Context: an optimization exercise on an open-source flow, tuned for small area. The choices shown serve that exercise and are no tape-out recipe. Where RTL was checked, it was by simulation tests only, not by an equivalence proof against the original. Function not checked in runs 1 and 2: the RTL went through the layout flow alone.

## config.mk

```make
export PLATFORM = sky130hd
export DESIGN_NAME = soc_top
export DESIGN_NICKNAME = soc_top
export VERILOG_FILES = /design/flow/design.v
export SDC_FILE = /design/flow/constraint.sdc
export NUM_CORES = 4
export LEC_CHECK = 0
export CAP_MARGIN = 20
export CORE_MARGIN = 2
export CORE_UTILIZATION = 60
export SLEW_MARGIN = 20
```

## constraint.sdc

```tcl
create_clock -name core_clock -period 3.0 [get_ports {clk}]
set_input_delay 0.6000 -clock core_clock [delete_from_list [all_inputs] [get_ports {clk}]]
set_output_delay 0.6000 -clock core_clock [all_outputs]
set_load 0.01 [all_outputs]
```

## design.v

```verilog
module fsm_engine (
    input  wire        clk,
    input  wire        rst,
    input  wire [3:0]  sensor_in,
    output reg  [2:0]  action_out
);
    typedef enum logic [1:0] {
        IDLE  = 2'b00,
        WALK  = 2'b01,
        TURN  = 2'b10,
        STOP  = 2'b11
    } state_t;
    state_t state, next_state;
    always_ff @(posedge clk or posedge rst) begin
        if (rst)
            state <= IDLE;
        else
            state <= next_state;
    end
    always_comb begin
        case (state)
            IDLE:  next_state = sensor_in[0] ? WALK : IDLE;
            WALK:  next_state = sensor_in[1] ? TURN : WALK;
            TURN:  next_state = sensor_in[2] ? STOP : TURN;
            STOP:  next_state = IDLE;
            default: next_state = IDLE;
        endcase
    end
    always_comb begin
        case (state)
            IDLE:  action_out = 3'b000;
            WALK:  action_out = 3'b001;
            TURN:  action_out = 3'b010;
            STOP:  action_out = 3'b100;
            default: action_out = 3'b000;
        endcase
    end
endmodule
module pid_controller (
    input  wire             clk,
    input  wire             rst,
    input  wire signed [15:0] ref_in,
    input  wire signed [15:0] y,
    output reg  signed [15:0] u_out
);
    reg [15:0] ne, ne1, ne2, jb;
    wire [15:0] ne_d;
    wire [4:0] ne_d_c;
    assign ne_d_c[0] = 1'b1;
    assign ne_d[0] = y[0] ^ ~ref_in[0] ^ ne_d_c[0];
    assign ne_d_c[1] = (y[0] & ~ref_in[0]) | (ne_d_c[0] & (y[0] ^ ~ref_in[0]));
    assign ne_d[1] = y[1] ^ ~ref_in[1] ^ ne_d_c[1];
    assign ne_d_c[2] = (y[1] & ~ref_in[1]) | (ne_d_c[1] & (y[1] ^ ~ref_in[1]));
    assign ne_d[2] = y[2] ^ ~ref_in[2] ^ ne_d_c[2];
    assign ne_d_c[3] = (y[2] & ~ref_in[2]) | (ne_d_c[2] & (y[2] ^ ~ref_in[2]));
    assign ne_d[3] = y[3] ^ ~ref_in[3] ^ ne_d_c[3];
    assign ne_d_c[4] = (y[3] & ~ref_in[3]) | (ne_d_c[3] & (y[3] ^ ~ref_in[3]));
    wire ne_d_p4 = y[4] ^ ~ref_in[4];
    wire ne_d_g4 = y[4] & ~ref_in[4];
    wire ne_d_p5 = y[5] ^ ~ref_in[5];
    wire ne_d_g5 = y[5] & ~ref_in[5];
    wire ne_d_p6 = y[6] ^ ~ref_in[6];
    wire ne_d_g6 = y[6] & ~ref_in[6];
    wire ne_d_p7 = y[7] ^ ~ref_in[7];
    wire ne_d_g7 = y[7] & ~ref_in[7];
    wire ne_d_p8 = y[8] ^ ~ref_in[8];
    wire ne_d_g8 = y[8] & ~ref_in[8];
    wire ne_d_p9 = y[9] ^ ~ref_in[9];
    wire ne_d_g9 = y[9] & ~ref_in[9];
    wire ne_d_p10 = y[10] ^ ~ref_in[10];
    wire ne_d_g10 = y[10] & ~ref_in[10];
    wire ne_d_p11 = y[11] ^ ~ref_in[11];
    wire ne_d_g11 = y[11] & ~ref_in[11];
    wire ne_d_p12 = y[12] ^ ~ref_in[12];
    wire ne_d_g12 = y[12] & ~ref_in[12];
    wire ne_d_p13 = y[13] ^ ~ref_in[13];
    wire ne_d_g13 = y[13] & ~ref_in[13];
    wire ne_d_p14 = y[14] ^ ~ref_in[14];
    wire ne_d_g14 = y[14] & ~ref_in[14];
    wire ne_d_p15 = y[15] ^ ~ref_in[15];
    wire ne_d_g15 = y[15] & ~ref_in[15];
    wire ne_d_G0_1 = ne_d_g5 | (ne_d_p5 & ne_d_g4);
    wire ne_d_P0_1 = ne_d_p5 & ne_d_p4;
    wire ne_d_G0_3 = ne_d_g7 | (ne_d_p7 & ne_d_g6);
    wire ne_d_P0_3 = ne_d_p7 & ne_d_p6;
    wire ne_d_G0_5 = ne_d_g9 | (ne_d_p9 & ne_d_g8);
    wire ne_d_P0_5 = ne_d_p9 & ne_d_p8;
    wire ne_d_G0_7 = ne_d_g11 | (ne_d_p11 & ne_d_g10);
    wire ne_d_P0_7 = ne_d_p11 & ne_d_p10;
    wire ne_d_G0_9 = ne_d_g13 | (ne_d_p13 & ne_d_g12);
    wire ne_d_P0_9 = ne_d_p13 & ne_d_p12;
    wire ne_d_G0_11 = ne_d_g15 | (ne_d_p15 & ne_d_g14);
    wire ne_d_P0_11 = ne_d_p15 & ne_d_p14;
    wire ne_d_G1_2 = ne_d_g6 | (ne_d_p6 & ne_d_G0_1);
    wire ne_d_P1_2 = ne_d_p6 & ne_d_P0_1;
    wire ne_d_G1_3 = ne_d_G0_3 | (ne_d_P0_3 & ne_d_G0_1);
    wire ne_d_P1_3 = ne_d_P0_3 & ne_d_P0_1;
    wire ne_d_G1_6 = ne_d_g10 | (ne_d_p10 & ne_d_G0_5);
    wire ne_d_P1_6 = ne_d_p10 & ne_d_P0_5;
    wire ne_d_G1_7 = ne_d_G0_7 | (ne_d_P0_7 & ne_d_G0_5);
    wire ne_d_P1_7 = ne_d_P0_7 & ne_d_P0_5;
    wire ne_d_G1_10 = ne_d_g14 | (ne_d_p14 & ne_d_G0_9);
    wire ne_d_P1_10 = ne_d_p14 & ne_d_P0_9;
    wire ne_d_G1_11 = ne_d_G0_11 | (ne_d_P0_11 & ne_d_G0_9);
    wire ne_d_P1_11 = ne_d_P0_11 & ne_d_P0_9;
    wire ne_d_G2_4 = ne_d_g8 | (ne_d_p8 & ne_d_G1_3);
    wire ne_d_P2_4 = ne_d_p8 & ne_d_P1_3;
    wire ne_d_G2_5 = ne_d_G0_5 | (ne_d_P0_5 & ne_d_G1_3);
    wire ne_d_P2_5 = ne_d_P0_5 & ne_d_P1_3;
    wire ne_d_G2_6 = ne_d_G1_6 | (ne_d_P1_6 & ne_d_G1_3);
    wire ne_d_P2_6 = ne_d_P1_6 & ne_d_P1_3;
    wire ne_d_G2_7 = ne_d_G1_7 | (ne_d_P1_7 & ne_d_G1_3);
    wire ne_d_P2_7 = ne_d_P1_7 & ne_d_P1_3;
    wire ne_d_G3_8 = ne_d_g12 | (ne_d_p12 & ne_d_G2_7);
    wire ne_d_P3_8 = ne_d_p12 & ne_d_P2_7;
    wire ne_d_G3_9 = ne_d_G0_9 | (ne_d_P0_9 & ne_d_G2_7);
    wire ne_d_P3_9 = ne_d_P0_9 & ne_d_P2_7;
    wire ne_d_G3_10 = ne_d_G1_10 | (ne_d_P1_10 & ne_d_G2_7);
    wire ne_d_P3_10 = ne_d_P1_10 & ne_d_P2_7;
    wire ne_d_G3_11 = ne_d_G1_11 | (ne_d_P1_11 & ne_d_G2_7);
    wire ne_d_P3_11 = ne_d_P1_11 & ne_d_P2_7;
    assign ne_d[4] = ne_d_p4 ^ ne_d_c[4];
    assign ne_d[5] = ne_d_p5 ^ (ne_d_g4 | (ne_d_p4 & ne_d_c[4]));
    assign ne_d[6] = ne_d_p6 ^ (ne_d_G0_1 | (ne_d_P0_1 & ne_d_c[4]));
    assign ne_d[7] = ne_d_p7 ^ (ne_d_G1_2 | (ne_d_P1_2 & ne_d_c[4]));
    assign ne_d[8] = ne_d_p8 ^ (ne_d_G1_3 | (ne_d_P1_3 & ne_d_c[4]));
    assign ne_d[9] = ne_d_p9 ^ (ne_d_G2_4 | (ne_d_P2_4 & ne_d_c[4]));
    assign ne_d[10] = ne_d_p10 ^ (ne_d_G2_5 | (ne_d_P2_5 & ne_d_c[4]));
    assign ne_d[11] = ne_d_p11 ^ (ne_d_G2_6 | (ne_d_P2_6 & ne_d_c[4]));
    assign ne_d[12] = ne_d_p12 ^ (ne_d_G2_7 | (ne_d_P2_7 & ne_d_c[4]));
    assign ne_d[13] = ne_d_p13 ^ (ne_d_G3_8 | (ne_d_P3_8 & ne_d_c[4]));
    assign ne_d[14] = ne_d_p14 ^ (ne_d_G3_9 | (ne_d_P3_9 & ne_d_c[4]));
    assign ne_d[15] = ne_d_p15 ^ (ne_d_G3_10 | (ne_d_P3_10 & ne_d_c[4]));
    wire [15:0] jb_d;
    wire [5:0] jb_d_c;
    assign jb_d_c[0] = 1'b0;
    assign jb_d[0] = jb[0] ^ ne2[0] ^ jb_d_c[0];
    assign jb_d_c[1] = (jb[0] & ne2[0]) | (jb_d_c[0] & (jb[0] ^ ne2[0]));
    assign jb_d[1] = jb[1] ^ ne2[1] ^ jb_d_c[1];
    assign jb_d_c[2] = (jb[1] & ne2[1]) | (jb_d_c[1] & (jb[1] ^ ne2[1]));
    assign jb_d[2] = jb[2] ^ ne2[2] ^ jb_d_c[2];
    assign jb_d_c[3] = (jb[2] & ne2[2]) | (jb_d_c[2] & (jb[2] ^ ne2[2]));
    assign jb_d[3] = jb[3] ^ ne2[3] ^ jb_d_c[3];
    assign jb_d_c[4] = (jb[3] & ne2[3]) | (jb_d_c[3] & (jb[3] ^ ne2[3]));
    assign jb_d[4] = jb[4] ^ ne2[4] ^ jb_d_c[4];
    assign jb_d_c[5] = (jb[4] & ne2[4]) | (jb_d_c[4] & (jb[4] ^ ne2[4]));
    wire jb_d_p5 = jb[5] ^ ne2[5];
    wire jb_d_g5 = jb[5] & ne2[5];
    wire jb_d_p6 = jb[6] ^ ne2[6];
    wire jb_d_g6 = jb[6] & ne2[6];
    wire jb_d_p7 = jb[7] ^ ne2[7];
    wire jb_d_g7 = jb[7] & ne2[7];
    wire jb_d_p8 = jb[8] ^ ne2[8];
    wire jb_d_g8 = jb[8] & ne2[8];
    wire jb_d_p9 = jb[9] ^ ne2[9];
    wire jb_d_g9 = jb[9] & ne2[9];
    wire jb_d_p10 = jb[10] ^ ne2[10];
    wire jb_d_g10 = jb[10] & ne2[10];
    wire jb_d_p11 = jb[11] ^ ne2[11];
    wire jb_d_g11 = jb[11] & ne2[11];
    wire jb_d_p12 = jb[12] ^ ne2[12];
    wire jb_d_g12 = jb[12] & ne2[12];
    wire jb_d_p13 = jb[13] ^ ne2[13];
    wire jb_d_g13 = jb[13] & ne2[13];
    wire jb_d_p14 = jb[14] ^ ne2[14];
    wire jb_d_g14 = jb[14] & ne2[14];
    wire jb_d_p15 = jb[15] ^ ne2[15];
    wire jb_d_g15 = jb[15] & ne2[15];
    wire jb_d_G0_1 = jb_d_g6 | (jb_d_p6 & jb_d_g5);
    wire jb_d_P0_1 = jb_d_p6 & jb_d_p5;
    wire jb_d_G0_3 = jb_d_g8 | (jb_d_p8 & jb_d_g7);
    wire jb_d_P0_3 = jb_d_p8 & jb_d_p7;
    wire jb_d_G0_5 = jb_d_g10 | (jb_d_p10 & jb_d_g9);
    wire jb_d_P0_5 = jb_d_p10 & jb_d_p9;
    wire jb_d_G0_7 = jb_d_g12 | (jb_d_p12 & jb_d_g11);
    wire jb_d_P0_7 = jb_d_p12 & jb_d_p11;
    wire jb_d_G0_9 = jb_d_g14 | (jb_d_p14 & jb_d_g13);
    wire jb_d_P0_9 = jb_d_p14 & jb_d_p13;
    wire jb_d_G1_2 = jb_d_g7 | (jb_d_p7 & jb_d_G0_1);
    wire jb_d_P1_2 = jb_d_p7 & jb_d_P0_1;
    wire jb_d_G1_3 = jb_d_G0_3 | (jb_d_P0_3 & jb_d_G0_1);
    wire jb_d_P1_3 = jb_d_P0_3 & jb_d_P0_1;
    wire jb_d_G1_6 = jb_d_g11 | (jb_d_p11 & jb_d_G0_5);
    wire jb_d_P1_6 = jb_d_p11 & jb_d_P0_5;
    wire jb_d_G1_7 = jb_d_G0_7 | (jb_d_P0_7 & jb_d_G0_5);
    wire jb_d_P1_7 = jb_d_P0_7 & jb_d_P0_5;
    wire jb_d_G1_10 = jb_d_g15 | (jb_d_p15 & jb_d_G0_9);
    wire jb_d_P1_10 = jb_d_p15 & jb_d_P0_9;
    wire jb_d_G2_4 = jb_d_g9 | (jb_d_p9 & jb_d_G1_3);
    wire jb_d_P2_4 = jb_d_p9 & jb_d_P1_3;
    wire jb_d_G2_5 = jb_d_G0_5 | (jb_d_P0_5 & jb_d_G1_3);
    wire jb_d_P2_5 = jb_d_P0_5 & jb_d_P1_3;
    wire jb_d_G2_6 = jb_d_G1_6 | (jb_d_P1_6 & jb_d_G1_3);
    wire jb_d_P2_6 = jb_d_P1_6 & jb_d_P1_3;
    wire jb_d_G2_7 = jb_d_G1_7 | (jb_d_P1_7 & jb_d_G1_3);
    wire jb_d_P2_7 = jb_d_P1_7 & jb_d_P1_3;
    wire jb_d_G3_8 = jb_d_g13 | (jb_d_p13 & jb_d_G2_7);
    wire jb_d_P3_8 = jb_d_p13 & jb_d_P2_7;
    wire jb_d_G3_9 = jb_d_G0_9 | (jb_d_P0_9 & jb_d_G2_7);
    wire jb_d_P3_9 = jb_d_P0_9 & jb_d_P2_7;
    wire jb_d_G3_10 = jb_d_G1_10 | (jb_d_P1_10 & jb_d_G2_7);
    wire jb_d_P3_10 = jb_d_P1_10 & jb_d_P2_7;
    assign jb_d[5] = jb_d_p5 ^ jb_d_c[5];
    assign jb_d[6] = jb_d_p6 ^ (jb_d_g5 | (jb_d_p5 & jb_d_c[5]));
    assign jb_d[7] = jb_d_p7 ^ (jb_d_G0_1 | (jb_d_P0_1 & jb_d_c[5]));
    assign jb_d[8] = jb_d_p8 ^ (jb_d_G1_2 | (jb_d_P1_2 & jb_d_c[5]));
    assign jb_d[9] = jb_d_p9 ^ (jb_d_G1_3 | (jb_d_P1_3 & jb_d_c[5]));
    assign jb_d[10] = jb_d_p10 ^ (jb_d_G2_4 | (jb_d_P2_4 & jb_d_c[5]));
    assign jb_d[11] = jb_d_p11 ^ (jb_d_G2_5 | (jb_d_P2_5 & jb_d_c[5]));
    assign jb_d[12] = jb_d_p12 ^ (jb_d_G2_6 | (jb_d_P2_6 & jb_d_c[5]));
    assign jb_d[13] = jb_d_p13 ^ (jb_d_G2_7 | (jb_d_P2_7 & jb_d_c[5]));
    assign jb_d[14] = jb_d_p14 ^ (jb_d_G3_8 | (jb_d_P3_8 & jb_d_c[5]));
    assign jb_d[15] = jb_d_p15 ^ (jb_d_G3_9 | (jb_d_P3_9 & jb_d_c[5]));
    wire [15:0] s1, c1;
    assign s1[0] = jb[0];
    assign c1[0] = 1'b0;
    assign s1[1] = ne[0] ^ ne1[0] ^ jb[1];
    assign c1[1] = (ne[0] & ne1[0]) | (jb[1] & (ne[0] ^ ne1[0]));
    assign s1[2] = ne[1] ^ ne1[1] ^ jb[2];
    assign c1[2] = (ne[1] & ne1[1]) | (jb[2] & (ne[1] ^ ne1[1]));
    assign s1[3] = ne[2] ^ ne1[2] ^ jb[3];
    assign c1[3] = (ne[2] & ne1[2]) | (jb[3] & (ne[2] ^ ne1[2]));
    assign s1[4] = ne[3] ^ ne1[3] ^ jb[4];
    assign c1[4] = (ne[3] & ne1[3]) | (jb[4] & (ne[3] ^ ne1[3]));
    assign s1[5] = ne[4] ^ ne1[4] ^ jb[5];
    assign c1[5] = (ne[4] & ne1[4]) | (jb[5] & (ne[4] ^ ne1[4]));
    assign s1[6] = ne[5] ^ ne1[5] ^ jb[6];
    assign c1[6] = (ne[5] & ne1[5]) | (jb[6] & (ne[5] ^ ne1[5]));
    assign s1[7] = ne[6] ^ ne1[6] ^ jb[7];
    assign c1[7] = (ne[6] & ne1[6]) | (jb[7] & (ne[6] ^ ne1[6]));
    assign s1[8] = ne[7] ^ ne1[7] ^ jb[8];
    assign c1[8] = (ne[7] & ne1[7]) | (jb[8] & (ne[7] ^ ne1[7]));
    assign s1[9] = ne[8] ^ ne1[8] ^ jb[9];
    assign c1[9] = (ne[8] & ne1[8]) | (jb[9] & (ne[8] ^ ne1[8]));
    assign s1[10] = ne[9] ^ ne1[9] ^ jb[10];
    assign c1[10] = (ne[9] & ne1[9]) | (jb[10] & (ne[9] ^ ne1[9]));
    assign s1[11] = ne[10] ^ ne1[10] ^ jb[11];
    assign c1[11] = (ne[10] & ne1[10]) | (jb[11] & (ne[10] ^ ne1[10]));
    assign s1[12] = ne[11] ^ ne1[11] ^ jb[12];
    assign c1[12] = (ne[11] & ne1[11]) | (jb[12] & (ne[11] ^ ne1[11]));
    assign s1[13] = ne[12] ^ ne1[12] ^ jb[13];
    assign c1[13] = (ne[12] & ne1[12]) | (jb[13] & (ne[12] ^ ne1[12]));
    assign s1[14] = ne[13] ^ ne1[13] ^ jb[14];
    assign c1[14] = (ne[13] & ne1[13]) | (jb[14] & (ne[13] ^ ne1[13]));
    assign s1[15] = ne[14] ^ ne1[14] ^ jb[15];
    assign c1[15] = (ne[14] & ne1[14]) | (jb[15] & (ne[14] ^ ne1[14]));
    wire [15:0] u_s;
    wire [3:0] u_s_c;
    assign u_s_c[0] = 1'b0;
    assign u_s[0] = s1[0] ^ 1'b0 ^ u_s_c[0];
    assign u_s_c[1] = (s1[0] & 1'b0) | (u_s_c[0] & (s1[0] ^ 1'b0));
    assign u_s[1] = s1[1] ^ c1[0] ^ u_s_c[1];
    assign u_s_c[2] = (s1[1] & c1[0]) | (u_s_c[1] & (s1[1] ^ c1[0]));
    assign u_s[2] = s1[2] ^ c1[1] ^ u_s_c[2];
    assign u_s_c[3] = (s1[2] & c1[1]) | (u_s_c[2] & (s1[2] ^ c1[1]));
    wire u_s_p3 = s1[3] ^ c1[2];
    wire u_s_g3 = s1[3] & c1[2];
    wire u_s_p4 = s1[4] ^ c1[3];
    wire u_s_g4 = s1[4] & c1[3];
    wire u_s_p5 = s1[5] ^ c1[4];
    wire u_s_g5 = s1[5] & c1[4];
    wire u_s_p6 = s1[6] ^ c1[5];
    wire u_s_g6 = s1[6] & c1[5];
    wire u_s_p7 = s1[7] ^ c1[6];
    wire u_s_g7 = s1[7] & c1[6];
    wire u_s_p8 = s1[8] ^ c1[7];
    wire u_s_g8 = s1[8] & c1[7];
    wire u_s_p9 = s1[9] ^ c1[8];
    wire u_s_g9 = s1[9] & c1[8];
    wire u_s_p10 = s1[10] ^ c1[9];
    wire u_s_g10 = s1[10] & c1[9];
    wire u_s_p11 = s1[11] ^ c1[10];
    wire u_s_g11 = s1[11] & c1[10];
    wire u_s_p12 = s1[12] ^ c1[11];
    wire u_s_g12 = s1[12] & c1[11];
    wire u_s_p13 = s1[13] ^ c1[12];
    wire u_s_g13 = s1[13] & c1[12];
    wire u_s_p14 = s1[14] ^ c1[13];
    wire u_s_g14 = s1[14] & c1[13];
    wire u_s_p15 = s1[15] ^ c1[14];
    wire u_s_g15 = s1[15] & c1[14];
    wire u_s_G0_1 = u_s_g4 | (u_s_p4 & u_s_g3);
    wire u_s_P0_1 = u_s_p4 & u_s_p3;
    wire u_s_G0_3 = u_s_g6 | (u_s_p6 & u_s_g5);
    wire u_s_P0_3 = u_s_p6 & u_s_p5;
    wire u_s_G0_5 = u_s_g8 | (u_s_p8 & u_s_g7);
    wire u_s_P0_5 = u_s_p8 & u_s_p7;
    wire u_s_G0_7 = u_s_g10 | (u_s_p10 & u_s_g9);
    wire u_s_P0_7 = u_s_p10 & u_s_p9;
    wire u_s_G0_9 = u_s_g12 | (u_s_p12 & u_s_g11);
    wire u_s_P0_9 = u_s_p12 & u_s_p11;
    wire u_s_G0_11 = u_s_g14 | (u_s_p14 & u_s_g13);
    wire u_s_P0_11 = u_s_p14 & u_s_p13;
    wire u_s_G1_2 = u_s_g5 | (u_s_p5 & u_s_G0_1);
    wire u_s_P1_2 = u_s_p5 & u_s_P0_1;
    wire u_s_G1_3 = u_s_G0_3 | (u_s_P0_3 & u_s_G0_1);
    wire u_s_P1_3 = u_s_P0_3 & u_s_P0_1;
    wire u_s_G1_6 = u_s_g9 | (u_s_p9 & u_s_G0_5);
    wire u_s_P1_6 = u_s_p9 & u_s_P0_5;
    wire u_s_G1_7 = u_s_G0_7 | (u_s_P0_7 & u_s_G0_5);
    wire u_s_P1_7 = u_s_P0_7 & u_s_P0_5;
    wire u_s_G1_10 = u_s_g13 | (u_s_p13 & u_s_G0_9);
    wire u_s_P1_10 = u_s_p13 & u_s_P0_9;
    wire u_s_G1_11 = u_s_G0_11 | (u_s_P0_11 & u_s_G0_9);
    wire u_s_P1_11 = u_s_P0_11 & u_s_P0_9;
    wire u_s_G2_4 = u_s_g7 | (u_s_p7 & u_s_G1_3);
    wire u_s_P2_4 = u_s_p7 & u_s_P1_3;
    wire u_s_G2_5 = u_s_G0_5 | (u_s_P0_5 & u_s_G1_3);
    wire u_s_P2_5 = u_s_P0_5 & u_s_P1_3;
    wire u_s_G2_6 = u_s_G1_6 | (u_s_P1_6 & u_s_G1_3);
    wire u_s_P2_6 = u_s_P1_6 & u_s_P1_3;
    wire u_s_G2_7 = u_s_G1_7 | (u_s_P1_7 & u_s_G1_3);
    wire u_s_P2_7 = u_s_P1_7 & u_s_P1_3;
    wire u_s_G2_12 = u_s_g15 | (u_s_p15 & u_s_G1_11);
    wire u_s_P2_12 = u_s_p15 & u_s_P1_11;
    wire u_s_G3_8 = u_s_g11 | (u_s_p11 & u_s_G2_7);
    wire u_s_P3_8 = u_s_p11 & u_s_P2_7;
    wire u_s_G3_9 = u_s_G0_9 | (u_s_P0_9 & u_s_G2_7);
    wire u_s_P3_9 = u_s_P0_9 & u_s_P2_7;
    wire u_s_G3_10 = u_s_G1_10 | (u_s_P1_10 & u_s_G2_7);
    wire u_s_P3_10 = u_s_P1_10 & u_s_P2_7;
    wire u_s_G3_11 = u_s_G1_11 | (u_s_P1_11 & u_s_G2_7);
    wire u_s_P3_11 = u_s_P1_11 & u_s_P2_7;
    wire u_s_G3_12 = u_s_G2_12 | (u_s_P2_12 & u_s_G2_7);
    wire u_s_P3_12 = u_s_P2_12 & u_s_P2_7;
    assign u_s[3] = u_s_p3 ^ u_s_c[3];
    assign u_s[4] = u_s_p4 ^ (u_s_g3 | (u_s_p3 & u_s_c[3]));
    assign u_s[5] = u_s_p5 ^ (u_s_G0_1 | (u_s_P0_1 & u_s_c[3]));
    assign u_s[6] = u_s_p6 ^ (u_s_G1_2 | (u_s_P1_2 & u_s_c[3]));
    assign u_s[7] = u_s_p7 ^ (u_s_G1_3 | (u_s_P1_3 & u_s_c[3]));
    assign u_s[8] = u_s_p8 ^ (u_s_G2_4 | (u_s_P2_4 & u_s_c[3]));
    assign u_s[9] = u_s_p9 ^ (u_s_G2_5 | (u_s_P2_5 & u_s_c[3]));
    assign u_s[10] = u_s_p10 ^ (u_s_G2_6 | (u_s_P2_6 & u_s_c[3]));
    assign u_s[11] = u_s_p11 ^ (u_s_G2_7 | (u_s_P2_7 & u_s_c[3]));
    assign u_s[12] = u_s_p12 ^ (u_s_G3_8 | (u_s_P3_8 & u_s_c[3]));
    assign u_s[13] = u_s_p13 ^ (u_s_G3_9 | (u_s_P3_9 & u_s_c[3]));
    assign u_s[14] = u_s_p14 ^ (u_s_G3_10 | (u_s_P3_10 & u_s_c[3]));
    assign u_s[15] = u_s_p15 ^ (u_s_G3_11 | (u_s_P3_11 & u_s_c[3]));
    always @(posedge clk or posedge rst) begin
        if (rst) begin
            ne    <= 16'd0;
            ne1   <= 16'd0;
            ne2   <= 16'd0;
            jb    <= 16'hffff;
            u_out <= 16'sd0;
        end else begin
            ne    <= ne_d;
            ne1   <= ne;
            ne2   <= ne1;
            jb    <= jb_d;
            u_out <= ~u_s;
        end
    end
endmodule
module soc_top (
    input  wire        clk,
    input  wire        rst,
    input  wire [3:0]  sensor_in,
    input  wire [15:0] y_feedback,
    output wire [15:0] actuator_out
);
    wire [2:0] action_out;
    wire [15:0] ref_val;
    fsm_engine fsm_inst (
        .clk(clk),
        .rst(rst),
        .sensor_in(sensor_in),
        .action_out(action_out)
    );
    assign ref_val = (action_out == 3'b001) ? 16'd1000 :    
                 (action_out == 3'b010) ? -16'd500 :    
                 16'd0;                                 
    pid_controller pid_inst (
        .clk(clk),
        .rst(rst),
        .ref_in(ref_val),
        .y(y_feedback),
        .u_out(actuator_out)
    );
endmodule
```

## flow/run.sh

```bash
#!/bin/bash
# Own layout flow: the standard layout (standard.sh, unchanged synthesis)
# with two changes: the port buffers are sky130_fd_sc_hd__buf_1 instead of
# the cell buffer_ports picks by default, and CTS runs without dummy loads.
set -euo pipefail
CTS="-sink_clustering_enable -repair_clock_nets -dont_use_dummy_load -buf_list {sky130_fd_sc_hd__clkbuf_4 sky130_fd_sc_hd__clkbuf_8} -root_buf sky130_fd_sc_hd__clkbuf_4 -sink_buffer_max_cap_derate 0.01"
bash standard.sh "BUFFER_PORTS_ARGS=-buffer_cell sky130_fd_sc_hd__buf_1" "CTS_ARGS=$CTS" finish > make_finish.log 2>&1
```

## standard.sh

```bash
#!/bin/bash
# synth_recipe.tcl (not shown) runs the flow's synth.tcl, then flattens the netlist and writes it again
# the make line also repeats each setting of config.mk as NAME=value (left out here)
make -C /OpenROAD-flow-scripts/flow DESIGN_CONFIG=/design/flow/config.mk WORK_HOME=/design/flow/orfs CLKGATE_MAP_FILE= SYNTH_SCRIPT=/design/flow/synth_recipe.tcl "${@:-finish}"
```

==> results.toml, run 1 <==
[die]
die_height_um = 85.0
num_rows = 29
die_x_um = 85.0
ios = 38
dieArea_sq_um = 7230
core_sq_um = 6350
start_util = 0.620

[routing]
vias_per_cell = 5.15
ant_nets = 0
wl_per_cell_um = 13.4
drc = 0
dr_total_vias = 2174
drt-total-wl_um = 5670
dr.pass1.iters = 5
dr.first_iter.drc_count = 70

[setup_path]
arrival_ns = 3.65
worst-setup-path-type = "flop to flop"
crit_path_max_fanout = 2
required_ns = 3.36
r2r_setup_slack_ns = -0.29
crit_path_end_kind = "flop"
critPathLaunchType = "flop"

[timing]
slew_viol_final = 0
slew_headroom = 0.731
worst_slew_pin_slew_ns = 0.403
period_needed_ns = 3.29
grt_setup_unrepaired = "yes"
hold_violations = 0
fin_ws_ns = -0.290
setup_viol = 6
fin_crit_sh = 1.10
hold_ws_ns = 0.126
finClkSkew_ns = 0.0320
fmax_mhz = 304

[placed_design]
io_buffers = 36
place_congestion = 0.763
dpl_cell_area_sq_um = 4230
dp_hpwl_um = 4330

[outcome]
violations = "setup timing"
outcome = "failed layout checks"

[clocking]
path_clk_slew_ns = 0.12
clock-root-buffer = "clkbuf_4"
cts_buffers = 9
hold_buffers = 0
clock_path_buffers = 2
tritoncts = "built"
cts_num_sinks = 82
cts.htree.levels = 3
worstSkewPairLatency_ns = 0.41

[global_route]
grt_max_degree = 61
grt_remaining_overflow = 0
grt_pass1_vias = 2243
grt_pass1_wl_um = 10000
grt_antenna_before_repair = 0
grt.total_usage = 0.182

[synth]
synth_flop_cell = "dfrtp_1"
synth_area_leaders = "dfrtp_1 (42%), ha_1 (13%), dfstp_2 (11%)"
yosys.cell_types.count = 36
ys_seq_area_frac = 0.526
synthArstFlopShare = 1.00
synth_area_per_cell_sq_um = 13.6
syn-cell-area_sq_um = 3940
synth_warnings = 2
synth-edff-count = 0
synth_fp_nets = 374
yosys.area.top_type = "dfrtp_1"
syn_inst = 290
yosys.area.top_type_share = 0.419
synth_seq_cells = 82

[finish]
antenna_cells = 0
drive_above_1_share = 0.180
area_growth_pct = 11.3
fin_area_sq_um = 4380
layout_common_cells = "dfrtp_1 (66), ha_1 (39), buf_1 (36), inv_1 (24), xnor2_1 (19)"
final_common_cell = "dfrtp_1"
nets = 431

[flow_run]
drv_cap = 0

[worst_hold_path]
hold_path.class = "input pin to asynchronous set/reset pin"
critical path: stages (launching register included):
cell	delay [ns]
dfstp_2	0.38
ha_2	0.18
fa_2	0.34
fa_2	0.35
fa_2	0.35
fa_2	0.34
a21o_1	0.17
a21o_1	0.21
a21oi_4	0.19
a21oi_2	0.08
or3_4	0.35
a31oi_4	0.19
xnor2_2	0.12
layer usage:
layer / share of wire / GRT usage
met5: 0 / 0
met4: 0.023 / 0.0996
met3: 0.041 / 0.0370
met2: 0.43 / 0.263
met1: 0.50 / 0.259
cell usage after synthesis (all sizes together) (3+ instances only):
master,n
dfrtp,66
ha,41
inv,25
fa,21
xnor2,20
dfstp,16
a21oi,13
nor2,12
o21ai,12
xor2,11
nand2,9
or2,7
a21o,5
nor3,5
o21a,5
nor2b,3
final cells by class:
cell class / instances / area [sq um]
multi-input combinational: 183 / 1830
sequential: 82 / 2070
timing repair buffer: 46 / 226
tap: 77 / 96.3
inverter: 25 / 95.1
fill: 484 / 1970
clock buffer: 9 / 67.6
cells by family after synthesis:
kind of cell    Yosys count  share of synthesized area
flops                    82                      0.526
fa+ha+maj                62                      0.237
compound gates           46                     0.0877
simple gates             44                     0.0565
xor+xnor                 31                     0.0689
buf+inv                  25                     0.0238
worst paths after layout:
kind                       depth (start not counted)               end              from
setup / recovery                                  12   pid_inst.jb[15]    pid_inst.jb[0]
hold / removal                                     2   pid_inst.ne[14]               rst
setup reg to reg                                  12   pid_inst.jb[15]    pid_inst.jb[0]
hold reg to reg                                    0  pid_inst.ne2[15]  pid_inst.ne1[15]
max in group asynchronous                          3   pid_inst.jb[10]               rst
min in group core_clock                            1    pid_inst.ne[1]     y_feedback[1]
sequential cells by signal, summed over array words and instances (netlist names), named ones only:
| signal | flops |
|---|---|
| pid_inst.ne | 16 |
| pid_inst.ne1 | 16 |
| pid_inst.u_out | 16 |
| pid_inst.jb | 16 |
| fsm_inst.state | 1 |
| pid_inst.ne2 | 16 |
timing repair:
item / 4_1_cts / 5_1_grt
setup buffers: 1 / 4
cloned: 0 / 0
resized for setup: 1 / 8
setup endpoints to repair: 6 / 8
pin swaps: 3 / 9
stage by stage:
stage                      util  TNS (ns)  cells  worst slack, ns
final                     0.690     -1.18    422           -0.290
after global routing      0.690     -1.75    422           -0.384
after CTS                 0.679    -0.986    418           -0.325
after detailed placement  0.667    -0.898    408           -0.334
after global placement    0.667    -0.664    408           -0.272
after floorplan               -    -0.278    290           -0.206
==> run 2: changes to the inputs <==
==> flow/run.sh (replaced) <==
#!/bin/bash
# Own layout flow: the standard layout (standard.sh, unchanged synthesis)
# with two changes: the port buffers are sky130_fd_sc_hd__buf_1 instead of
# the cell buffer_ports picks by default, and CTS runs without dummy loads.
set -euo pipefail
CTS="-sink_clustering_enable -repair_clock_nets -dont_use_dummy_load -buf_list sky130_fd_sc_hd__clkbuf_8 -root_buf sky130_fd_sc_hd__clkbuf_4"
bash standard.sh "BUFFER_PORTS_ARGS=-buffer_cell sky130_fd_sc_hd__buf_1" "CTS_ARGS=$CTS" finish > make_finish.log 2>&1
==> results.toml, run 2 <==
[die]
die_x_um = 85.0
dieArea_sq_um = 7230
die_height_um = 85.0
core_sq_um = 6350
start_util = 0.620
ios = 38
num_rows = 29

[synth]
yosys.area.top_type = "dfrtp_1"
synth_area_leaders = "dfrtp_1 (42%), ha_1 (13%), dfstp_2 (11%)"
syn-cell-area_sq_um = 3940
yosys-top-cells-count = "dfrtp_1 (66), ha_1 (41), inv_1 (25)"
synth_fp_nets = 374
yosys.area.top_type_share = 0.419
synth-edff-count = 0
syn_inst = 290
synth_flop_cell = "dfrtp_1"
synth_area_per_cell_sq_um = 13.6
synth_seq_cells = 82
synth_warnings = 2
ys_seq_area_frac = 0.526
yosys.cell_types.count = 36
synthArstFlopShare = 1.00
yosysMostFrequentCell = "dfrtp_1"

[setup_path]
required_ns = 3.36
critPathLaunchType = "flop"
slowest_stage = "dfstp_2"
path_common_cell = "fa_2"
worstPathCellList = "ha_2 > fa_2 > fa_2 > fa_2 > fa_2 > a21o_1 > a21o_1 > a21oi_4 > a21oi_2 > or3_4 > a31oi_4 > xnor2_2"
path_buf_inv = 0
arrival_ns = 3.65
worst-setup-path-type = "flop to flop"
worst_path_dominant_cell_family = "adder cells"
crit_path_end_kind = "flop"
crit_path_max_fanout = 2
cpPeakStageDelay_ns = 0.38

[timing]
worst_slew_pin_slew_ns = 0.403
fin_ws_ns = -0.290
hold_violations = 0
grt_setup_unrepaired = "yes"
period_needed_ns = 3.29
fmax_mhz = 304
fin_crit_sh = 1.10
slew_headroom = 0.731
slew_viol_final = 0
finClkSkew_ns = 0.0320
setup_viol = 6

[routing]
wl_per_cell_um = 13.4
vias_per_cell = 5.15
dr.pass1.iters = 5
ant_nets = 0
drt-total-wl_um = 5670
dr.first_iter.drc_count = 70
dr_total_vias = 2174
drc = 0

[global_route]
grt_remaining_overflow = 0
grt_antenna_before_repair = 0
grt_pass1_wl_um = 10000
grt.total_usage = 0.182
grt_pass1_vias = 2243
grt_max_degree = 61

[finish]
area_growth_pct = 11.3
final_common_cell = "dfrtp_1"
drive_above_1_share = 0.180
layout_common_cells = "dfrtp_1 (66), ha_1 (39), buf_1 (36), inv_1 (24), xnor2_1 (19)"
fin_util = 0.690
antenna_cells = 0
n_fill_cell = 484
nets = 431

[worst_hold_path]
hold_path.class = "input pin to asynchronous set/reset pin"

[clocking]
hold_buffers = 0
worstSkewPairLatency_ns = 0.41
cts_num_sinks = 82
cts_buffers = 9
clock-root-buffer = "clkbuf_4"
path_clk_slew_ns = 0.12
tritoncts = "built"
cts.htree.levels = 3
clock_path_buffers = 2

[outcome]
outcome = "failed layout checks"
violations = "setup timing"

[flow_run]
drv_cap = 0

[placed_design]
dp_hpwl_um = 4330
io_buffers = 36
place_congestion = 0.763
==> run 2: cell counts after synthesis <==
Identical to the previous run, type by type.
==> run 2: worst paths after layout <==
path                                  startpoint          endpoint  slack (ns)  cells after the start
worst min register to register  pid_inst.ne1[15]  pid_inst.ne2[15]        0.37                      0
worst max-delay path              pid_inst.jb[0]   pid_inst.jb[15]       -0.29                     12
worst min-delay path                         rst   pid_inst.ne[14]        0.13                      2
max in group asynchronous                    rst   pid_inst.jb[10]        2.19                      3
min in group core_clock            y_feedback[1]    pid_inst.ne[1]        0.29                      1
worst max register to register    pid_inst.jb[0]   pid_inst.jb[15]       -0.29                     12
==> run 2: repair_timing <==
item                       4_1_cts  5_1_grt
resized for setup                1        8
pin swaps                        3        9
setup buffers                    1        4
setup endpoints to repair        6        8
==> run 2: final cells by class <==
type	count	area, sq um	area share
flip-flops and latches	82	2070	0.473
well taps	77	96.3	0.0220
repair buffers	46	226	0.0517
multi-input cells	183	1830	0.417
clock buffers	9	67.6	0.0154
inverters	25	95.1	0.0217
==> run 2: routing by layer <==
layer  vias to the layer above  routed length [um]  GRT usage  part of all wire
met4                         0                 133     0.0996             0.023
met2                        46                2450      0.263              0.43
met5                         -                   0          0                 0
met3                        12                 231     0.0370             0.041
met1                      1034                2850      0.259              0.50
li1                       1082                   -          -                 -
==> run 2: through the flow <==
stage / setup WS (ns) / cells / instance area, sq um / hold WS [ns] / setup TNS (ns)
floorplan: -0.206 / 290 / 3950 / 0.331 / -0.278
global placement: -0.272 / 408 / 4230 / 0.337 / -0.664
detailed placement: -0.334 / 408 / 4230 / 0.342 / -0.898
CTS: -0.325 / 418 / 4310 / 0.0990 / -0.986
global route: -0.384 / 422 / 4380 / 0.122 / -1.75
finish: -0.290 / 422 / 4380 / 0.126 / -1.18
==> run 2: worst register-to-register path, cell delays in order, from the launching register on <==
cell and delay (ns):
dfstp_2 0.38, ha_2 0.18, fa_2 0.34, fa_2 0.35
fa_2 0.35, fa_2 0.34, a21o_1 0.17, a21o_1 0.21
a21oi_4 0.19, a21oi_2 0.08, or3_4 0.35, a31oi_4 0.19
xnor2_2 0.12
==> run 2: cells by family (layout without fill, tap and decap cells) <==
family	after synthesis	in the layout	synth area share
buffers and inverters	25	80	0.0238
xor gates and xnor gates	31	31	0.0689
adders and majority gates	62	62	0.237
AOI/OAI and AO/OA	46	46	0.0877
DFF	82	82	0.526
and+or+nand+nor	44	44	0.0565
==> run 3: changes to the inputs <==
--- a/design.v
+++ b/design.v
@@ -45,39 +45,41 @@
 );
     reg [15:0] ne, ne1, ne2, jb;
+    wire walk = (ref_in == 16'd1000);
+    wire turn = (ref_in == 16'hfe0c);
     wire [15:0] ne_d;
     wire [4:0] ne_d_c;
-    assign ne_d_c[0] = 1'b1;
-    assign ne_d[0] = y[0] ^ ~ref_in[0] ^ ne_d_c[0];
-    assign ne_d_c[1] = (y[0] & ~ref_in[0]) | (ne_d_c[0] & (y[0] ^ ~ref_in[0]));
-    assign ne_d[1] = y[1] ^ ~ref_in[1] ^ ne_d_c[1];
-    assign ne_d_c[2] = (y[1] & ~ref_in[1]) | (ne_d_c[1] & (y[1] ^ ~ref_in[1]));
-    assign ne_d[2] = y[2] ^ ~ref_in[2] ^ ne_d_c[2];
-    assign ne_d_c[3] = (y[2] & ~ref_in[2]) | (ne_d_c[2] & (y[2] ^ ~ref_in[2]));
-    assign ne_d[3] = y[3] ^ ~ref_in[3] ^ ne_d_c[3];
-    assign ne_d_c[4] = (y[3] & ~ref_in[3]) | (ne_d_c[3] & (y[3] ^ ~ref_in[3]));
-    wire ne_d_p4 = y[4] ^ ~ref_in[4];
-    wire ne_d_g4 = y[4] & ~ref_in[4];
-    wire ne_d_p5 = y[5] ^ ~ref_in[5];
-    wire ne_d_g5 = y[5] & ~ref_in[5];
-    wire ne_d_p6 = y[6] ^ ~ref_in[6];
-    wire ne_d_g6 = y[6] & ~ref_in[6];
-    wire ne_d_p7 = y[7] ^ ~ref_in[7];
-    wire ne_d_g7 = y[7] & ~ref_in[7];
-    wire ne_d_p8 = y[8] ^ ~ref_in[8];
-    wire ne_d_g8 = y[8] & ~ref_in[8];
-    wire ne_d_p9 = y[9] ^ ~ref_in[9];
-    wire ne_d_g9 = y[9] & ~ref_in[9];
-    wire ne_d_p10 = y[10] ^ ~ref_in[10];
-    wire ne_d_g10 = y[10] & ~ref_in[10];
-    wire ne_d_p11 = y[11] ^ ~ref_in[11];
-    wire ne_d_g11 = y[11] & ~ref_in[11];
-    wire ne_d_p12 = y[12] ^ ~ref_in[12];
-    wire ne_d_g12 = y[12] & ~ref_in[12];
-    wire ne_d_p13 = y[13] ^ ~ref_in[13];
-    wire ne_d_g13 = y[13] & ~ref_in[13];
-    wire ne_d_p14 = y[14] ^ ~ref_in[14];
-    wire ne_d_g14 = y[14] & ~ref_in[14];
-    wire ne_d_p15 = y[15] ^ ~ref_in[15];
-    wire ne_d_g15 = y[15] & ~ref_in[15];
+    assign ne_d_c[0] = 1'b0;
+    assign ne_d[0] = y[0] ^ 1'b0 ^ ne_d_c[0];
+    assign ne_d_c[1] = (y[0] & 1'b0) | (ne_d_c[0] & (y[0] ^ 1'b0));
+    assign ne_d[1] = y[1] ^ 1'b0 ^ ne_d_c[1];
+    assign ne_d_c[2] = (y[1] & 1'b0) | (ne_d_c[1] & (y[1] ^ 1'b0));
+    assign ne_d[2] = y[2] ^ turn ^ ne_d_c[2];
+    assign ne_d_c[3] = (y[2] & turn) | (ne_d_c[2] & (y[2] ^ turn));
+    assign ne_d[3] = y[3] ^ walk ^ ne_d_c[3];
+    assign ne_d_c[4] = (y[3] & walk) | (ne_d_c[3] & (y[3] ^ walk));
+    wire ne_d_p4 = y[4] ^ (walk | turn);
+    wire ne_d_g4 = y[4] & (walk | turn);
+    wire ne_d_p5 = y[5] ^ turn;
+    wire ne_d_g5 = y[5] & turn;
+    wire ne_d_p6 = y[6] ^ turn;
+    wire ne_d_g6 = y[6] & turn;
+    wire ne_d_p7 = y[7] ^ turn;
+    wire ne_d_g7 = y[7] & turn;
+    wire ne_d_p8 = y[8] ^ turn;
+    wire ne_d_g8 = y[8] & turn;
+    wire ne_d_p9 = y[9] ^ 1'b0;
+    wire ne_d_g9 = y[9] & 1'b0;
+    wire ne_d_p10 = y[10] ^ walk;
+    wire ne_d_g10 = y[10] & walk;
+    wire ne_d_p11 = y[11] ^ walk;
+    wire ne_d_g11 = y[11] & walk;
+    wire ne_d_p12 = y[12] ^ walk;
+    wire ne_d_g12 = y[12] & walk;
+    wire ne_d_p13 = y[13] ^ walk;
+    wire ne_d_g13 = y[13] & walk;
+    wire ne_d_p14 = y[14] ^ walk;
+    wire ne_d_g14 = y[14] & walk;
+    wire ne_d_p15 = y[15] ^ walk;
+    wire ne_d_g15 = y[15] & walk;
     wire ne_d_G0_1 = ne_d_g5 | (ne_d_p5 & ne_d_g4);
     wire ne_d_P0_1 = ne_d_p5 & ne_d_p4;
@@ -133,5 +135,5 @@
     assign ne_d[15] = ne_d_p15 ^ (ne_d_G3_10 | (ne_d_P3_10 & ne_d_c[4]));
     wire [15:0] jb_d;
-    wire [5:0] jb_d_c;
+    wire [4:0] jb_d_c;
     assign jb_d_c[0] = 1'b0;
     assign jb_d[0] = jb[0] ^ ne2[0] ^ jb_d_c[0];
@@ -143,6 +145,6 @@
     assign jb_d[3] = jb[3] ^ ne2[3] ^ jb_d_c[3];
     assign jb_d_c[4] = (jb[3] & ne2[3]) | (jb_d_c[3] & (jb[3] ^ ne2[3]));
-    assign jb_d[4] = jb[4] ^ ne2[4] ^ jb_d_c[4];
-    assign jb_d_c[5] = (jb[4] & ne2[4]) | (jb_d_c[4] & (jb[4] ^ ne2[4]));
+    wire jb_d_p4 = jb[4] ^ ne2[4];
+    wire jb_d_g4 = jb[4] & ne2[4];
     wire jb_d_p5 = jb[5] ^ ne2[5];
     wire jb_d_g5 = jb[5] & ne2[5];
@@ -167,26 +169,30 @@
     wire jb_d_p15 = jb[15] ^ ne2[15];
     wire jb_d_g15 = jb[15] & ne2[15];
-    wire jb_d_G0_1 = jb_d_g6 | (jb_d_p6 & jb_d_g5);
-    wire jb_d_P0_1 = jb_d_p6 & jb_d_p5;
-    wire jb_d_G0_3 = jb_d_g8 | (jb_d_p8 & jb_d_g7);
-    wire jb_d_P0_3 = jb_d_p8 & jb_d_p7;
-    wire jb_d_G0_5 = jb_d_g10 | (jb_d_p10 & jb_d_g9);
-    wire jb_d_P0_5 = jb_d_p10 & jb_d_p9;
-    wire jb_d_G0_7 = jb_d_g12 | (jb_d_p12 & jb_d_g11);
-    wire jb_d_P0_7 = jb_d_p12 & jb_d_p11;
-    wire jb_d_G0_9 = jb_d_g14 | (jb_d_p14 & jb_d_g13);
-    wire jb_d_P0_9 = jb_d_p14 & jb_d_p13;
-    wire jb_d_G1_2 = jb_d_g7 | (jb_d_p7 & jb_d_G0_1);
-    wire jb_d_P1_2 = jb_d_p7 & jb_d_P0_1;
+    wire jb_d_G0_1 = jb_d_g5 | (jb_d_p5 & jb_d_g4);
+    wire jb_d_P0_1 = jb_d_p5 & jb_d_p4;
+    wire jb_d_G0_3 = jb_d_g7 | (jb_d_p7 & jb_d_g6);
+    wire jb_d_P0_3 = jb_d_p7 & jb_d_p6;
+    wire jb_d_G0_5 = jb_d_g9 | (jb_d_p9 & jb_d_g8);
+    wire jb_d_P0_5 = jb_d_p9 & jb_d_p8;
+    wire jb_d_G0_7 = jb_d_g11 | (jb_d_p11 & jb_d_g10);
+    wire jb_d_P0_7 = jb_d_p11 & jb_d_p10;
+    wire jb_d_G0_9 = jb_d_g13 | (jb_d_p13 & jb_d_g12);
+    wire jb_d_P0_9 = jb_d_p13 & jb_d_p12;
+    wire jb_d_G0_11 = jb_d_g15 | (jb_d_p15 & jb_d_g14);
+    wire jb_d_P0_11 = jb_d_p15 & jb_d_p14;
+    wire jb_d_G1_2 = jb_d_g6 | (jb_d_p6 & jb_d_G0_1);
+    wire jb_d_P1_2 = jb_d_p6 & jb_d_P0_1;
     wire jb_d_G1_3 = jb_d_G0_3 | (jb_d_P0_3 & jb_d_G0_1);
     wire jb_d_P1_3 = jb_d_P0_3 & jb_d_P0_1;
-    wire jb_d_G1_6 = jb_d_g11 | (jb_d_p11 & jb_d_G0_5);
-    wire jb_d_P1_6 = jb_d_p11 & jb_d_P0_5;
+    wire jb_d_G1_6 = jb_d_g10 | (jb_d_p10 & jb_d_G0_5);
+    wire jb_d_P1_6 = jb_d_p10 & jb_d_P0_5;
     wire jb_d_G1_7 = jb_d_G0_7 | (jb_d_P0_7 & jb_d_G0_5);
     wire jb_d_P1_7 = jb_d_P0_7 & jb_d_P0_5;
-    wire jb_d_G1_10 = jb_d_g15 | (jb_d_p15 & jb_d_G0_9);
-    wire jb_d_P1_10 = jb_d_p15 & jb_d_P0_9;
-    wire jb_d_G2_4 = jb_d_g9 | (jb_d_p9 & jb_d_G1_3);
-    wire jb_d_P2_4 = jb_d_p9 & jb_d_P1_3;
+    wire jb_d_G1_10 = jb_d_g14 | (jb_d_p14 & jb_d_G0_9);
+    wire jb_d_P1_10 = jb_d_p14 & jb_d_P0_9;
+    wire jb_d_G1_11 = jb_d_G0_11 | (jb_d_P0_11 & jb_d_G0_9);
+    wire jb_d_P1_11 = jb_d_P0_11 & jb_d_P0_9;
+    wire jb_d_G2_4 = jb_d_g8 | (jb_d_p8 & jb_d_G1_3);
+    wire jb_d_P2_4 = jb_d_p8 & jb_d_P1_3;
     wire jb_d_G2_5 = jb_d_G0_5 | (jb_d_P0_5 & jb_d_G1_3);
     wire jb_d_P2_5 = jb_d_P0_5 & jb_d_P1_3;
@@ -195,21 +201,24 @@
     wire jb_d_G2_7 = jb_d_G1_7 | (jb_d_P1_7 & jb_d_G1_3);
     wire jb_d_P2_7 = jb_d_P1_7 & jb_d_P1_3;
-    wire jb_d_G3_8 = jb_d_g13 | (jb_d_p13 & jb_d_G2_7);
-    wire jb_d_P3_8 = jb_d_p13 & jb_d_P2_7;
+    wire jb_d_G3_8 = jb_d_g12 | (jb_d_p12 & jb_d_G2_7);
+    wire jb_d_P3_8 = jb_d_p12 & jb_d_P2_7;
     wire jb_d_G3_9 = jb_d_G0_9 | (jb_d_P0_9 & jb_d_G2_7);
     wire jb_d_P3_9 = jb_d_P0_9 & jb_d_P2_7;
     wire jb_d_G3_10 = jb_d_G1_10 | (jb_d_P1_10 & jb_d_G2_7);
     wire jb_d_P3_10 = jb_d_P1_10 & jb_d_P2_7;
-    assign jb_d[5] = jb_d_p5 ^ jb_d_c[5];
-    assign jb_d[6] = jb_d_p6 ^ (jb_d_g5 | (jb_d_p5 & jb_d_c[5]));
-    assign jb_d[7] = jb_d_p7 ^ (jb_d_G0_1 | (jb_d_P0_1 & jb_d_c[5]));
-    assign jb_d[8] = jb_d_p8 ^ (jb_d_G1_2 | (jb_d_P1_2 & jb_d_c[5]));
-    assign jb_d[9] = jb_d_p9 ^ (jb_d_G1_3 | (jb_d_P1_3 & jb_d_c[5]));
-    assign jb_d[10] = jb_d_p10 ^ (jb_d_G2_4 | (jb_d_P2_4 & jb_d_c[5]));
-    assign jb_d[11] = jb_d_p11 ^ (jb_d_G2_5 | (jb_d_P2_5 & jb_d_c[5]));
-    assign jb_d[12] = jb_d_p12 ^ (jb_d_G2_6 | (jb_d_P2_6 & jb_d_c[5]));
-    assign jb_d[13] = jb_d_p13 ^ (jb_d_G2_7 | (jb_d_P2_7 & jb_d_c[5]));
-    assign jb_d[14] = jb_d_p14 ^ (jb_d_G3_8 | (jb_d_P3_8 & jb_d_c[5]));
-    assign jb_d[15] = jb_d_p15 ^ (jb_d_G3_9 | (jb_d_P3_9 & jb_d_c[5]));
+    wire jb_d_G3_11 = jb_d_G1_11 | (jb_d_P1_11 & jb_d_G2_7);
+    wire jb_d_P3_11 = jb_d_P1_11 & jb_d_P2_7;
+    assign jb_d[4] = jb_d_p4 ^ jb_d_c[4];
+    assign jb_d[5] = jb_d_p5 ^ (jb_d_g4 | (jb_d_p4 & jb_d_c[4]));
+    assign jb_d[6] = jb_d_p6 ^ (jb_d_G0_1 | (jb_d_P0_1 & jb_d_c[4]));
+    assign jb_d[7] = jb_d_p7 ^ (jb_d_G1_2 | (jb_d_P1_2 & jb_d_c[4]));
+    assign jb_d[8] = jb_d_p8 ^ (jb_d_G1_3 | (jb_d_P1_3 & jb_d_c[4]));
+    assign jb_d[9] = jb_d_p9 ^ (jb_d_G2_4 | (jb_d_P2_4 & jb_d_c[4]));
+    assign jb_d[10] = jb_d_p10 ^ (jb_d_G2_5 | (jb_d_P2_5 & jb_d_c[4]));
+    assign jb_d[11] = jb_d_p11 ^ (jb_d_G2_6 | (jb_d_P2_6 & jb_d_c[4]));
+    assign jb_d[12] = jb_d_p12 ^ (jb_d_G2_7 | (jb_d_P2_7 & jb_d_c[4]));
+    assign jb_d[13] = jb_d_p13 ^ (jb_d_G3_8 | (jb_d_P3_8 & jb_d_c[4]));
+    assign jb_d[14] = jb_d_p14 ^ (jb_d_G3_9 | (jb_d_P3_9 & jb_d_c[4]));
+    assign jb_d[15] = jb_d_p15 ^ (jb_d_G3_10 | (jb_d_P3_10 & jb_d_c[4]));
     wire [15:0] s1, c1;
     assign s1[0] = jb[0];
==> flow/run.sh (replaced) <==
#!/bin/bash
# Own layout flow: the standard layout (standard.sh, unchanged synthesis)
# with two changes: the port buffers are sky130_fd_sc_hd__buf_1 instead of
# the cell buffer_ports picks by default, and CTS uses clkbuf_4 (root) and
# clkbuf_8 (sinks) without dummy loads.
set -euo pipefail
CTS="-sink_clustering_enable -repair_clock_nets -dont_use_dummy_load -buf_list {sky130_fd_sc_hd__clkbuf_4 sky130_fd_sc_hd__clkbuf_8} -root_buf sky130_fd_sc_hd__clkbuf_4 -sink_buffer_max_cap_derate 0.01"
bash standard.sh "BUFFER_PORTS_ARGS=-buffer_cell sky130_fd_sc_hd__buf_1" "CTS_ARGS=$CTS" finish > make_finish.log 2>&1
--- a/config.mk
+++ b/config.mk
@@ -6,6 +6,6 @@
 export NUM_CORES = 4
 export LEC_CHECK = 0
-export CAP_MARGIN = 20
+export CAP_MARGIN = 0
 export CORE_MARGIN = 2
 export CORE_UTILIZATION = 60
-export SLEW_MARGIN = 20
+export SLEW_MARGIN = 0
==> results.toml, run 3 <==
[outcome]
outcome = "no timing/DRC/antenna violations"

[finish]
drive_above_1_share = 0.111
layout_common_cells = "dfrtp_1 (66), ha_1 (41), buf_1 (36), inv_1 (24), xnor2_1 (24)"
area_growth_pct = 8.82
n_fill_cell = 507
final_common_cell = "dfrtp_1"
nets = 437
final-seq-area_sq_um = 2070
fin_area_sq_um = 4320
multi_input_area_sq_um = 1820
antenna_cells = 0
finalNonFillerCells = 428

[routing]
wl_per_cell_um = 13.9
dr_total_vias = 2232
met3_length_um = 213
drt-met1-wl_um = 2880
dr.first_iter.drc_count = 82
top_layer_used = "met4"
drt-total-wl_um = 5930
vias_per_cell = 5.21
drc = 0
dr.pass1.iters = 4
wl_met2_um = 2710
ant_nets = 0

[synth]
yosys.area.top_type = "dfrtp_1"
syn-cell-area_sq_um = 3970
synth_flop_cell = "dfrtp_1"
ys_seq_area_frac = 0.521
yosys.area.top_type_share = 0.416
synth_area_per_cell_sq_um = 13.1
yosysMostFrequentCell = "dfrtp_1"
yosys.cell_types.count = 39
synth_warnings = 2
synth_fp_nets = 387
synth_seq_cells = 82
synth_area_leaders = "dfrtp_1 (42%), ha_1 (13%), dfstp_2 (11%)"
syn_inst = 303
synth-edff-count = 0
yosys-top-cells-count = "dfrtp_1 (66), ha_1 (41), inv_1 (25)"
synthArstFlopShare = 1.00

[global_route]
grt_pass1_vias = 2321
grt_remaining_overflow = 0
grt_max_degree = 44
grt.total_usage = 0.190
grt_pass1_wl_um = 10600
grt_antenna_before_repair = 0

[die]
num_rows = 29
dieArea_sq_um = 7290
core_sq_um = 6390
ios = 38
die_height_um = 85.4
die_x_um = 85.4
start_util = 0.622

[placed_design]
place_inst = 419
io_buffers = 36
dpl_cell_area_sq_um = 4250
place_ws_ns = -0.115
dp_hpwl_um = 4720
place_congestion = 0.769

[setup_path]
required_ns = 3.34
path_common_cell = "fa_2"
slowest_stage = "dfstp_2"
worst-setup-path-type = "flop to flop"
arrival_ns = 3.20
cpPeakStageDelay_ns = 0.39
crit_path_end_kind = "flop"
worstPathCellList = "ha_1 > fa_2 > fa_2 > fa_2 > a21oi_2 > nand4b_1 > a21oi_2 > o21a_4 > a311o_1 > xnor2_1"
crit_path_max_fanout = 3
critPathLaunchType = "flop"

[flow_run]
drv_cap = 0

[clocking]
clock_path_buffers = 2
clock-root-buffer = "clkbuf_4"
tritoncts = "built"
path_clk_slew_ns = 0.12
cts_setup_buffers = 0
hold_buffers = 0
cts_buffers = 9
cts_num_sinks = 82
cts.htree.levels = 3
worstSkewPairLatency_ns = 0.40

[timing]
fin_ws_ns = 0.132
hold_violations = 0
worst_slew_pin_slew_ns = 0.665
hold_ws_ns = 0.224
finClkSkew_ns = 0.0299
slew_viol_final = 0
grt_setup_unrepaired = "no"
fin_crit_sh = 0.956
period_needed_ns = 2.87
setup_viol = 0
finalSetupTns_ns = 0
slew_headroom = 0.557
fmax_mhz = 349

[worst_hold_path]
hold_path.class = "input pin to asynchronous set/reset pin"
run 3: kinds of logic (layout without fill, tap and decap cells):
group / Yosys count / after routing / share of synthesized area
fa+ha+maj: 62 / 62 / 0.235
compound gates: 52 / 52 / 0.0869
buf+inv: 26 / 74 / 0.0246
xor+xnor: 33 / 33 / 0.0727
simple gates: 47 / 47 / 0.0570
flops: 82 / 82 / 0.521
mux: 1 / 1 / 0.00252
run 3: area by class of cell:
cell class	instances	share of cell area
sequential	82	0.479
multi-input combinational	195	0.420
timing repair buffer	40	0.0411
inverter	25	0.0220
tap	77	0.0223
clock buffer	9	0.0156
run 3: worst paths after layout:
kind,slack (ns),startpoint,depth (start not counted),endpoint
max in group asynchronous,2.05,rst,3,pid_inst.jb[8]
max,0.13,pid_inst.jb[0],10,pid_inst.jb[15]
max reg2reg,0.13,pid_inst.jb[0],10,pid_inst.jb[15]
min reg2reg,0.36,pid_inst.ne1[15],0,pid_inst.ne2[15]
min,0.22,rst,2,pid_inst.u_out[14]
min in group core_clock,0.29,y_feedback[0],1,pid_inst.ne[0]
run 3: repair_timing:
action                                  CTS  global route
endpoints found under the setup margin    5             1
pin swaps                                 2             1
resized for setup                         2             0
run 3: routing by layer:
layer  vias to the layer above  GRT usage
met5                         -          0
met4                         0     0.0866
met3                        12     0.0467
met2                        41      0.290
met1                      1062      0.261
li1                       1117          -
run 3: metrics by stage:
stage,utilization
3_5_place_dp,0.666
4_1_cts,0.677
2_1_floorplan,-
3_3_place_gp,0.666
5_1_grt,0.677
6_report,0.677
run 3: worst max-delay path: cells and delay by family, from the launching register on:
| kind | cells | cell delay, ns |
|---|---|---|
| xor+xnor | 1 | 0.16 |
| flops | 1 | 0.39 |
| simple gates | 1 | 0.19 |
| compound gates | 4 | 0.80 |
| fa+ha+maj | 4 | 1.27 |
==> run 4: changes to the inputs <==
--- a/config.mk
+++ b/config.mk
@@ -6,6 +6,7 @@
 export NUM_CORES = 4
 export LEC_CHECK = 0
-export CAP_MARGIN = 0
+export CAP_MARGIN = 10
 export CORE_MARGIN = 2
 export CORE_UTILIZATION = 60
-export SLEW_MARGIN = 0
+export PLACE_DENSITY = 0.8
+export SLEW_MARGIN = 10
==> results.toml, run 4 <==
[synth]
syn_inst = 303
syn-cell-area_sq_um = 3970
yosys-top-cells-count = "dfrtp_1 (66), ha_1 (41), inv_1 (25)"
synth_fp_nets = 387
synth_flop_cell = "dfrtp_1"
synth_seq_cells = 82
yosys.area.top_type_share = 0.416
synth_warnings = 2
synthArstFlopShare = 1.00
ys_seq_area_frac = 0.521
synth_area_per_cell_sq_um = 13.1
synth_area_leaders = "dfrtp_1 (42%), ha_1 (13%), dfstp_2 (11%)"
yosys.area.top_type = "dfrtp_1"
synth-edff-count = 0
yosysMostFrequentCell = "dfrtp_1"
yosys.cell_types.count = 39

[flow_run]
drv_cap = 0

[global_route]
grt_remaining_overflow = 0
grt_pass1_wl_um = 10100
grt_max_degree = 47
grt_pass1_vias = 2189
grt_antenna_before_repair = 0
grt.total_usage = 0.183

[timing]
fin_crit_sh = 0.967
setup_viol = 0
grt_setup_unrepaired = "no"
hold_violations = 0
fmax_mhz = 345
fin_ws_ns = 0.100
worst_slew_pin_slew_ns = 0.648
slew_headroom = 0.567
slew_viol_final = 0
finalSetupTns_ns = 0
period_needed_ns = 2.90
finClkSkew_ns = 0.0114

[placed_design]
io_buffers = 36
place_congestion = 0.797
place_ws_ns = -0.111
place_inst = 418
dp_hpwl_um = 4640

[setup_path]
r2r_setup_slack_ns = 0.10
cpPeakStageDelay_ns = 0.40
r2r_cells = 10
required_ns = 3.33
timing.rr.end = "pid_inst.jb[15]"
slowest_stage = "fa_2"
crit_path_max_fanout = 3
path_common_cell = "fa_2"
path_buf_inv = 0
worstPathCellList = "ha_1 > fa_2 > fa_2 > fa_2 > a21oi_2 > nand4b_1 > a21oi_2 > o21a_4 > a311o_1 > xnor2_1"
crit_path_end_kind = "flop"
startpoint = "pid_inst.jb[0]"
path_depth = 10
crit_path_end = "pid_inst.jb[15]"
reg2reg_from = "pid_inst.jb[0]"
worst-setup-path-type = "flop to flop"
worst_path_dominant_cell_family = "adder cells"
critPathLaunchType = "flop"
arrival_ns = 3.23

[routing]
drt-total-wl_um = 5920
ant_nets = 0
vias_per_cell = 5.28
wl_per_cell_um = 13.8
dr.pass1.iters = 4
dr.first_iter.drc_count = 68
dr_total_vias = 2258
drc = 0

[clocking]
path_clk_slew_ns = 0.11
clock-root-buffer = "clkbuf_4"
cts.htree.levels = 3
worstSkewPairLatency_ns = 0.40
clock_path_buffers = 2
tritoncts = "built"
cts_buffers = 9
cts_num_sinks = 82

[die]
ios = 38
die_x_um = 85.4
start_util = 0.622
die_height_um = 85.4
num_rows = 29
dieArea_sq_um = 7290
core_sq_um = 6390

[finish]
final_common_cell = "dfrtp_1"
multi_input_area_sq_um = 1820
antenna_cells = 0
nets = 437
area_growth_pct = 8.82
finalNonFillerCells = 428
drive_above_1_share = 0.111
n_fill_cell = 476
final-seq-area_sq_um = 2070
layout_common_cells = "dfrtp_1 (66), ha_1 (41), buf_1 (36), inv_1 (24), xnor2_1 (24)"

[outcome]
outcome = "no timing/DRC/antenna violations"

[worst_hold_path]
hold_path.class = "input pin to asynchronous set/reset pin"
==> run 4: cell counts in the layout (fill, tap and decap cells not counted) <==
Identical to the previous run, type by type.
==> run 4: worst min-delay path by stage <==
stage,start,endpoint,slack [ns],cells after the start
after floorplan,pid_inst.ne[15],pid_inst.ne1[15],0.33,0
after global placement,pid_inst.ne[15],pid_inst.ne1[15],0.33,0
after detailed placement,pid_inst.ne[15],pid_inst.ne1[15],0.34,0
after CTS,rst,pid_inst.u_out[6],0.23,2
after global routing,y_feedback[1],pid_inst.ne[1],0.26,1
final,rst,pid_inst.u_out[6],0.24,2
==> run 4: final cells by class <==
| cell class | count | share of cell area |
|---|---|---|
| tap | 77 | 0.0223 |
| clock buffer | 9 | 0.0156 |
| sequential | 82 | 0.479 |
| multi-input combinational | 195 | 0.420 |
| inverter | 25 | 0.0220 |
| timing repair buffer | 40 | 0.0411 |
==> run 4: cells by family after synthesis <==
family,share of synthesized area
flip-flops,0.521
adder cells (fa/ha/maj),0.235
AO/OA/AOI/OAI,0.0869
AND/OR/NAND/NOR,0.0570
XOR/XNOR,0.0727
buffers and inverters,0.0246
multiplexers,0.00252
==> run 4: per-stage QoR <==
stage	utilization	instance area, sq um	hold slack (ns)
finish	0.677	4320	0.240
detailed placement	0.664	4240	0.343
global placement	0.664	4240	0.335
global route	0.677	4320	0.260
CTS	0.676	4320	0.231
floorplan	-	3980	0.331
==> run 4: repair_timing <==
action | CTS | global route
hold endpoints to repair | 0 | 0
setup endpoints to repair | 3 | 2
hold buffers | 0 | 0
pin swaps | 1 | 3
resized for setup | 2 | 0
setup buffers | 0 | 1
==> run 4: layer usage <==
metal | wire length (um) | share of wire | track usage | vias to the layer above
met2 | 2750 | 0.46 | 0.278 | 44
met5 | 0 | 0 | 0 | -
met1 | 2870 | 0.48 | 0.260 | 1079
li1 | - | - | - | 1128
met4 | 90 | 0.015 | 0.0823 | 0
met3 | 210 | 0.035 | 0.0350 | 7

[static timing again, ports no longer ideal]
No port has a modelled driver above. Below, the same layouts with a new extraction and two added sets of constraints. Step 1, drivers: a clkbuf_16 drives clk and a buf_2 each remaining input, both assumed. Step 2 adds t to the input delays and takes it off the output delays; t is the mean of the earliest and latest rising clock arrival at the registers after step 1. Input paths then give back, and output paths get back, about the clock's delay inside the block. Three values: no drivers, after step 1, after step 2; two values: the first two.
run	t (ns)	slack for setup (ns)	slew at the worst register clock pin (ns)	cell pins on the clock port's net
run 1	0.424	-0.290 / -0.290 / -0.290	0.12 / 0.12	1
run 2	0.424	-0.290 / -0.290 / -0.290	0.12 / 0.12	1
run 3	0.417	0.132 / 0.132 / 0.132	0.12 / 0.12	1
run 4	0.422	0.100 / 0.100 / 0.100	0.11 / 0.11	1
